Source: an optimization exercise on an open RTL-to-GDS flow (aim: a short achievable clock period and few clock cycles). Production flows keep margins and buffers that such runs may drop.
RTL that was checked went through simulation tests only; none was proved equivalent to the original.
The clock port is modelled as an ideal driver, which makes a skipped or thinned clock tree look cheaper than it is; a real chip needs a root buffer or a tree.
No activity file was given, so power comes from the tool's default toggle rates.

## top
module top (
    input logic clk,
    input logic reset,
    output logic [4:0] curr_inst_addr,
    input logic [15:0] curr_inst,
    output logic write_enable_dmem,
    output logic [3:0] write_addr_dmem,
    output logic [7:0] write_data_dmem,
    output logic halted
);
  logic [7:0] rf[16];
  logic [7:0] dm[16];
  logic [4:0] pc;
  logic [4:0] pc_o;   
  logic halted_r;
  logic [31:0] bp_t;
  logic bp_cur;   
  logic d_v, d_st, d_add, d_br, d_halt, d_wr, d_imm, d_pred;
  logic [7:0] d_k8;
  logic [3:0] d_dst, d_sta;
  logic [15:0] d_rb;
  logic d_dm_r, d_dm_s;   
  logic d_rep;   
  logic [4:0] d_pc1, d_tgt, d_pc;
  logic [15:0] d_ra;
  logic d_ra_r, d_rb_r, d_st_r;
  logic d_ra_s, d_ra_l, d_ra_w;
  logic d_rb_s, d_rb_l, d_rb_w;
  logic d_st_s, d_st_l, d_st_w, d_st_k;
  logic ex_wr, ex_add, ex_br, ex_halt, ex_pred;
  logic [3:0] ex_dst;
  logic [15:0] ex_we;   
  logic [7:0] ex_a, ex_b, ex_l;
  logic [7:0] ex_ne;   
  logic [4:0] ex_alt;   
  logic [31:0] ex_bpc;   
  logic bu_v, bu_t;
  logic [31:0] bu_a;
  logic w_v;
  logic [15:0] w_we;
  logic [7:0] w_d;
  logic st_v;
  logic [3:0] st_a;
  logic [7:0] st_d;
  logic st_v_o;   
  logic [7:0] st_d_o;
  logic [15:0] st_we;   
  assign curr_inst_addr = pc_o;
  ...
export LEC_CHECK = 0
export CAP_MARGIN = 20
export CORE_MARGIN = 2
export CORE_UTILIZATION = 40
export SETUP_SLACK_MARGIN = 3.0
export SLEW_MARGIN = 20
export SYNTH_HIERARCHICAL = 1
export SYNTH_MINIMUM_KEEP_SIZE = 0
create_clock -name core_clock -period 4.2 [get_ports {clk}]
standard.sh (not shown) runs the stock make flow with config.mk's settings and CLKGATE_MAP_FILE= SYNTH_SCRIPT=/design/flow/synth_recipe.tcl, a recipe that flattens the netlist after the stock synthesis.
==> flow/flow/run.sh <==
#!/bin/bash
# Own flow: the standard layout (standard.sh) with two changes:
#  - the clock tree is built by flow/pre_cts.tcl (a two-level balanced tree,
#    see flow/mycts.tcl) instead of TritonCTS;
#  - the cells in flow/dont_use.txt are kept out of synthesis and timing
#    repair: the platform's own DONT_USE_CELLS list, plus full and half adders,
#    slow 3- and 4-input OR/NOR and AOI/OAI cells, 4-input muxes and delay
#    cells, so that abc and the resizer build the logic from faster cells.
# Every tool's output goes to the ORFS logs under orfs/logs and to standard.log.
set -euo pipefail
export PRE_CTS_TCL="$PWD/flow/pre_cts.tcl"
du="$(tr '\n' ' ' < flow/dont_use.txt)"
sed "s|\"\${@:-finish}\"|DONT_USE_CELLS=\"$du\" \"\${@:-finish}\"|" standard.sh > standard_du.sh
bash standard_du.sh ${FLOW_STANDARD_TARGETS:-} > standard.log 2>&1
==> flow/flow/pre_cts.tcl <==
# PRE_CTS_TCL hook: replace TritonCTS with a two-level balanced clock tree
# (4 root buffers on the clock port, each driving about 6 leaf buffers, each
# leaf buffer driving a cluster of about 21 flip-flops; see mycts.tcl).
source [file join [file dirname [info script]] mycts.tcl]
rename clock_tree_synthesis orig_clock_tree_synthesis
proc clock_tree_synthesis {args} {
  mycts_build 20 4 sky130_fd_sc_hd__clkbuf_16 sky130_fd_sc_hd__clkbuf_16
}
Other scripts of this flow, unchanged in this note and not shown: flow/flow/dont_use.txt, flow/flow/mycts.tcl
The starting point finished with timing, DRC and antenna clean.
Testbench counts at the start, summed over its fixed seeds: cycles 24,759.
Then changed:
--- a/flow/flow/pre_cts.tcl
+++ b/flow/flow/pre_cts.tcl
@@ -6,3 +6,3 @@
 proc clock_tree_synthesis {args} {
-  mycts_build 20 4 sky130_fd_sc_hd__clkbuf_16 sky130_fd_sc_hd__clkbuf_16
+  mycts_build 24 4 sky130_fd_sc_hd__clkbuf_16 sky130_fd_sc_hd__clkbuf_16
 }
SETUP_SLACK_MARGIN = 2.7   (was 3.0)
What happened: Die area does not change; routed wire length fell by a few percent; sequential share of layout area rose by 3.7 points; core utilization fell by 4.6 points; fmax fell by a few percent; worst hold slack gets worse by 0.011 ns; clock power rose by a few percent; first-iteration DRC count rose by a few percent; total power hardly moves; final area fell by a little under a tenth.
Then changed:
--- a/flow/flow/pre_cts.tcl
+++ b/flow/flow/pre_cts.tcl
@@ -6,3 +6,3 @@
 proc clock_tree_synthesis {args} {
-  mycts_build 24 4 sky130_fd_sc_hd__clkbuf_16 sky130_fd_sc_hd__clkbuf_16
+  mycts_build 28 4 sky130_fd_sc_hd__clkbuf_16 sky130_fd_sc_hd__clkbuf_16
 }
SETUP_SLACK_MARGIN = 3.0   (was 2.7)
What happened: Global-route usage is about the same. Cell count rises slightly. Sequential power hardly moves. Via count rises by a few percent. Power rises by a few percent. Worst hold slack improved by 0.022 ns. Synthesized cell count is unchanged. Critical path depth rises by 1. Core utilization rises by 4.5 points. Clock skew falls by 0.0042 ns. Wire length rises by a few percent.
Then changed:
==> flow/flow/pre_cts.tcl (replaced) <==
# PRE_CTS_TCL hook: replace TritonCTS with a two-level balanced clock tree
# (4 root buffers on the clock port, each driving 5 leaf buffers, each
# leaf buffer driving a cluster of about 29 flip-flops; see mycts.tcl).
source [file join [file dirname [info script]] mycts.tcl]
rename clock_tree_synthesis orig_clock_tree_synthesis
proc clock_tree_synthesis {args} {
  mycts_build 20 4 sky130_fd_sc_hd__clkbuf_16 sky130_fd_sc_hd__clkbuf_16
}
=>
- via count rises slightly
- global-route usage increases by 0.77 points
- clock skew shrinks by 0.0041 ns
- worst setup slack is better by 0.069 ns
- cell count increases slightly
- routed wire length barely changes
- die area stays the same
Then changed:
==> flow/flow/pre_cts.tcl (replaced) <==
# PRE_CTS_TCL hook: replace TritonCTS with a two-level balanced clock tree
# (4 root buffers on the clock port, each driving about 6 leaf buffers, each
# leaf buffer driving a cluster of about 21 flip-flops; see mycts.tcl).
source [file join [file dirname [info script]] mycts.tcl]
rename clock_tree_synthesis orig_clock_tree_synthesis
proc clock_tree_synthesis {args} {
  mycts_build 24 4 sky130_fd_sc_hd__clkbuf_16 sky130_fd_sc_hd__clkbuf_16
}
Design area came out higher by 0.65%.
Setup slack gets worse by 0.016 ns.
Total power is higher by about 2%.
Via count is lower by about 0.54%.
Clock skew came out higher by 0.0074 ns.
Then changed:
PLACE_DENSITY = 0.55   (was unset)
- sequential power stays flat
- synthesized cell count stays the same
- clock power stays flat
- wire length went up by 3.9%
- first-iteration DRC count goes down by 2.7%
- clock skew rose by 0.0068 ns
- synthesized area is unchanged
In every run of this note, the design's own scripts or RTL, not TritonCTS, make the clock network.

* * *

## 04-24
top, a different RTL version from the one above (not shown whole).
Size: ~2100 cells after synthesis, ~390 flip-flops, ~37 I/O pins.
Settings: LEC_CHECK=0, ABC_CLOCK_PERIOD_IN_PS=1500, CAP_MARGIN=20, CORE_MARGIN=2, CORE_UTILIZATION=40, SETUP_SLACK_MARGIN=3.0, SLEW_MARGIN=20; clock period 4.2 ns.
run.sh (not shown) runs the stock make flow with config.mk's settings and CLKGATE_MAP_FILE= SYNTH_SCRIPT=/design/flow/synth_recipe.tcl, a recipe that flattens the netlist after the stock synthesis.
Stock flow here: none of the scripts above is used.
04-24 finished end to end and its layout was clean on timing, DRC and antenna.
--- input diff 04-24..06-26 ---
Settings: ABC_CLOCK_PERIOD_IN_PS changed from 1500 to 800.
### Flow results
Comparing 04-24 against 06-26, there is no change at all in critical path depth.
Comparing 06-26 against 04-24, there is no change at all in met3 wire length.
Least setup slack across all paths after layout delta (06-26 -> 04-24): insignificant
From 06-26 to 04-24, total power did not move at all.
04-24 -> 06-26: wire length delta 0, exact match
Taking 04-24 as the reference, in 06-26 synthesized cell count has remained practically unchanged, cell area has remained practically unchanged.
Re core utilization: no difference whatsoever between 06-26 and 04-24.
| met2 track utilization from global routing | 06-26 vs 04-24 | ≈ equal |
06-26 and 04-24 ended up with roughly the same standard cell core area.
Die outline area: 06-26 vs 04-24 identical
No functional check of the RTL was part of any run of this note.

* * *

## build 72
Another version of the RTL of top (not shown whole).
Size in the first run: about 580 flip-flops, roughly 37 I/O pins.
==> flow/config.mk <==
export PLATFORM = sky130hd
export DESIGN_NAME = top
export DESIGN_NICKNAME = top
export VERILOG_FILES = /design/flow/design.v
export SDC_FILE = /design/flow/constraint.sdc
export NUM_CORES = 8
export LEC_CHECK = 0
export CAP_MARGIN = 20
export CORE_MARGIN = 2
export CORE_UTILIZATION = 40
export SETUP_SLACK_MARGIN = 2.7
export SLEW_MARGIN = 20
export SYNTH_HIERARCHICAL = 1
export SYNTH_MINIMUM_KEEP_SIZE = 0
==> flow/constraint.sdc <==
create_clock -name core_clock -period 4.2 [get_ports {clk}]
set_input_delay 0.8400 -clock core_clock [delete_from_list [all_inputs] [get_ports {clk}]]
set_output_delay 0.8400 -clock core_clock [all_outputs]
set_load 0.01 [all_outputs]
standard.sh (not shown) runs the stock make flow with config.mk's settings and CLKGATE_MAP_FILE= SYNTH_SCRIPT=/design/flow/synth_recipe.tcl, a recipe that flattens the netlist after the stock synthesis.
==> flow/flow/run.sh <==
#!/bin/bash
# Own flow: the standard layout (standard.sh) with two changes:
#  - the clock tree is built by flow/pre_cts.tcl (a two-level balanced tree)
#    instead of TritonCTS;
#  - full- and half-adder cells are added to DONT_USE_CELLS (flow/dont_use.txt
#    is the platform's list plus those), so abc maps adders as plain gates.
# Every tool's output goes to the ORFS logs under orfs/logs and to standard.log.
set -euo pipefail
export PRE_CTS_TCL="$PWD/flow/pre_cts.tcl"
du="$(tr '\n' ' ' < flow/dont_use.txt)"
sed "s|\"\${@:-finish}\"|DONT_USE_CELLS=\"$du\" \"\${@:-finish}\"|" standard.sh > standard_nofa.sh
bash standard_nofa.sh ${FLOW_STANDARD_TARGETS:-} > standard.log 2>&1
==> flow/flow/pre_cts.tcl <==
# PRE_CTS_TCL hook: replace TritonCTS with a two-level balanced clock tree
# (4 root buffers on the clock port, each driving about 6 leaf buffers, each
# leaf buffer driving a cluster of about 21 flip-flops; see mycts.tcl).
source [file join [file dirname [info script]] mycts.tcl]
rename clock_tree_synthesis orig_clock_tree_synthesis
proc clock_tree_synthesis {args} {
  mycts_build 24 4 sky130_fd_sc_hd__clkbuf_16 sky130_fd_sc_hd__clkbuf_16
}
Other scripts of this flow, unchanged in this note and not shown: flow/flow/dont_use.txt, flow/flow/mycts.tcl
Build 72: all stages complete, timing, DRC and antenna checks passed
Input changes introduced in build 67 (baseline for comparison: build 72):
Settings: swapping 2.7 for 3.0 in SETUP_SLACK_MARGIN.
-- flow/flow/pre_cts.tcl --
<<< build 72, line 6
proc clock_tree_synthesis {args} {
  mycts_build 24 4 sky130_fd_sc_hd__clkbuf_16 sky130_fd_sc_hd__clkbuf_16
}
>>> build 67, line 6
proc clock_tree_synthesis {args} {
  mycts_build 20 4 sky130_fd_sc_hd__clkbuf_16 sky130_fd_sc_hd__clkbuf_16
}
==> comparison <==
Build 67 | stages: all done | timing, DRC, antenna: all pass
Build 72 reports its highest layer used for signal routing as met4 while build 67 reports met5.
[build 67] count of placed standard cells in the final layout, fillers left out rose 34 relative to build 72
On flip-flop and latch count, build 67 and build 72 are basically level.
In build 67, the ratio of total power to cell area came out 17 mW/mm2 below the value in build 72.
In build 67, wire length per cell after detailed routing is higher than in build 72.
Final weighted congestion of routability-driven global placement (lower): build 67
Clock skew sits lower in build 67 than in build 72.
> inputs changed (build 67 -> build 20)
-- flow/flow/pre_cts.tcl --
<<< build 67, line 6
proc clock_tree_synthesis {args} {
  mycts_build 20 4 sky130_fd_sc_hd__clkbuf_16 sky130_fd_sc_hd__clkbuf_16
}
>>> build 20, line 6
proc clock_tree_synthesis {args} {
  mycts_build 28 4 sky130_fd_sc_hd__clkbuf_16 sky130_fd_sc_hd__clkbuf_16
}
Results
- Comparing worst vdd rail ir drop for build 20 and build 67, the bigger number came from build 67.
- Build 20 vs. build 67: clock skew has remained practically unchanged, layout overhead on the synthesized area has increased, clock network power has increased, logic depth of the worst path, buffers included has decreased, sum of routed wire length over all layers has increased.
No run of this note included a check of the RTL's function; only the layout flow was run. In every run of this note, the design's own scripts or RTL, not TritonCTS, make the clock network.

## port drivers added, routing unchanged
No port has a modelled driver above. Below, the same layouts with a new extraction and two added sets of constraints. Step 1, drivers: a clkbuf_16 drives clk and a buf_2 each remaining input, both assumed. Step 2 moves the port delays by t, midway between the first and last clock arrival at a register: inputs arrive t later, outputs are due t later. That takes back most of the time a late clock gives input paths. Three values: ideal ports, drivers, drivers and shift; two values: the first two.
| run | t (ns) | setup slack, ns | pins driven straight from the clock port |
|---|---|---|---|
| the first run of note 1 | 0.483 | 2.492 / 2.362 / 1.952 | 4 |
| the second run of note 1 | 0.485 | 2.444 / 2.357 / 1.872 | 4 |
| the third run of note 1 | 0.496 | 2.422 / 2.359 / 1.895 | 4 |
| the fourth run of note 1 | 0.483 | 2.492 / 2.362 / 1.952 | 4 |
| the fifth run of note 1 | 0.487 | 2.475 / 2.378 / 1.961 | 4 |
| the sixth run of note 1 | 0.491 | 2.401 / 2.354 / 1.985 | 4 |
| 04-24 | 0.624 | 1.451 / 1.451 / 1.251 | 1 |
| 06-26 | 0.624 | 1.451 / 1.451 / 1.251 | 1 |
| build 72 | 0.502 | 2.267 / 2.268 / 1.898 | 4 |
| build 67 | 0.501 | 2.284 / 2.249 / 1.917 | 4 |
| build 20 | 0.503 | 2.194 / 2.194 / 1.840 | 4 |
After both steps setup and hold are still met in every run listed. The setup slack of the second run of note 1, which loses most, moves by -0.087 ns with the drivers and by -0.572 ns with both steps.
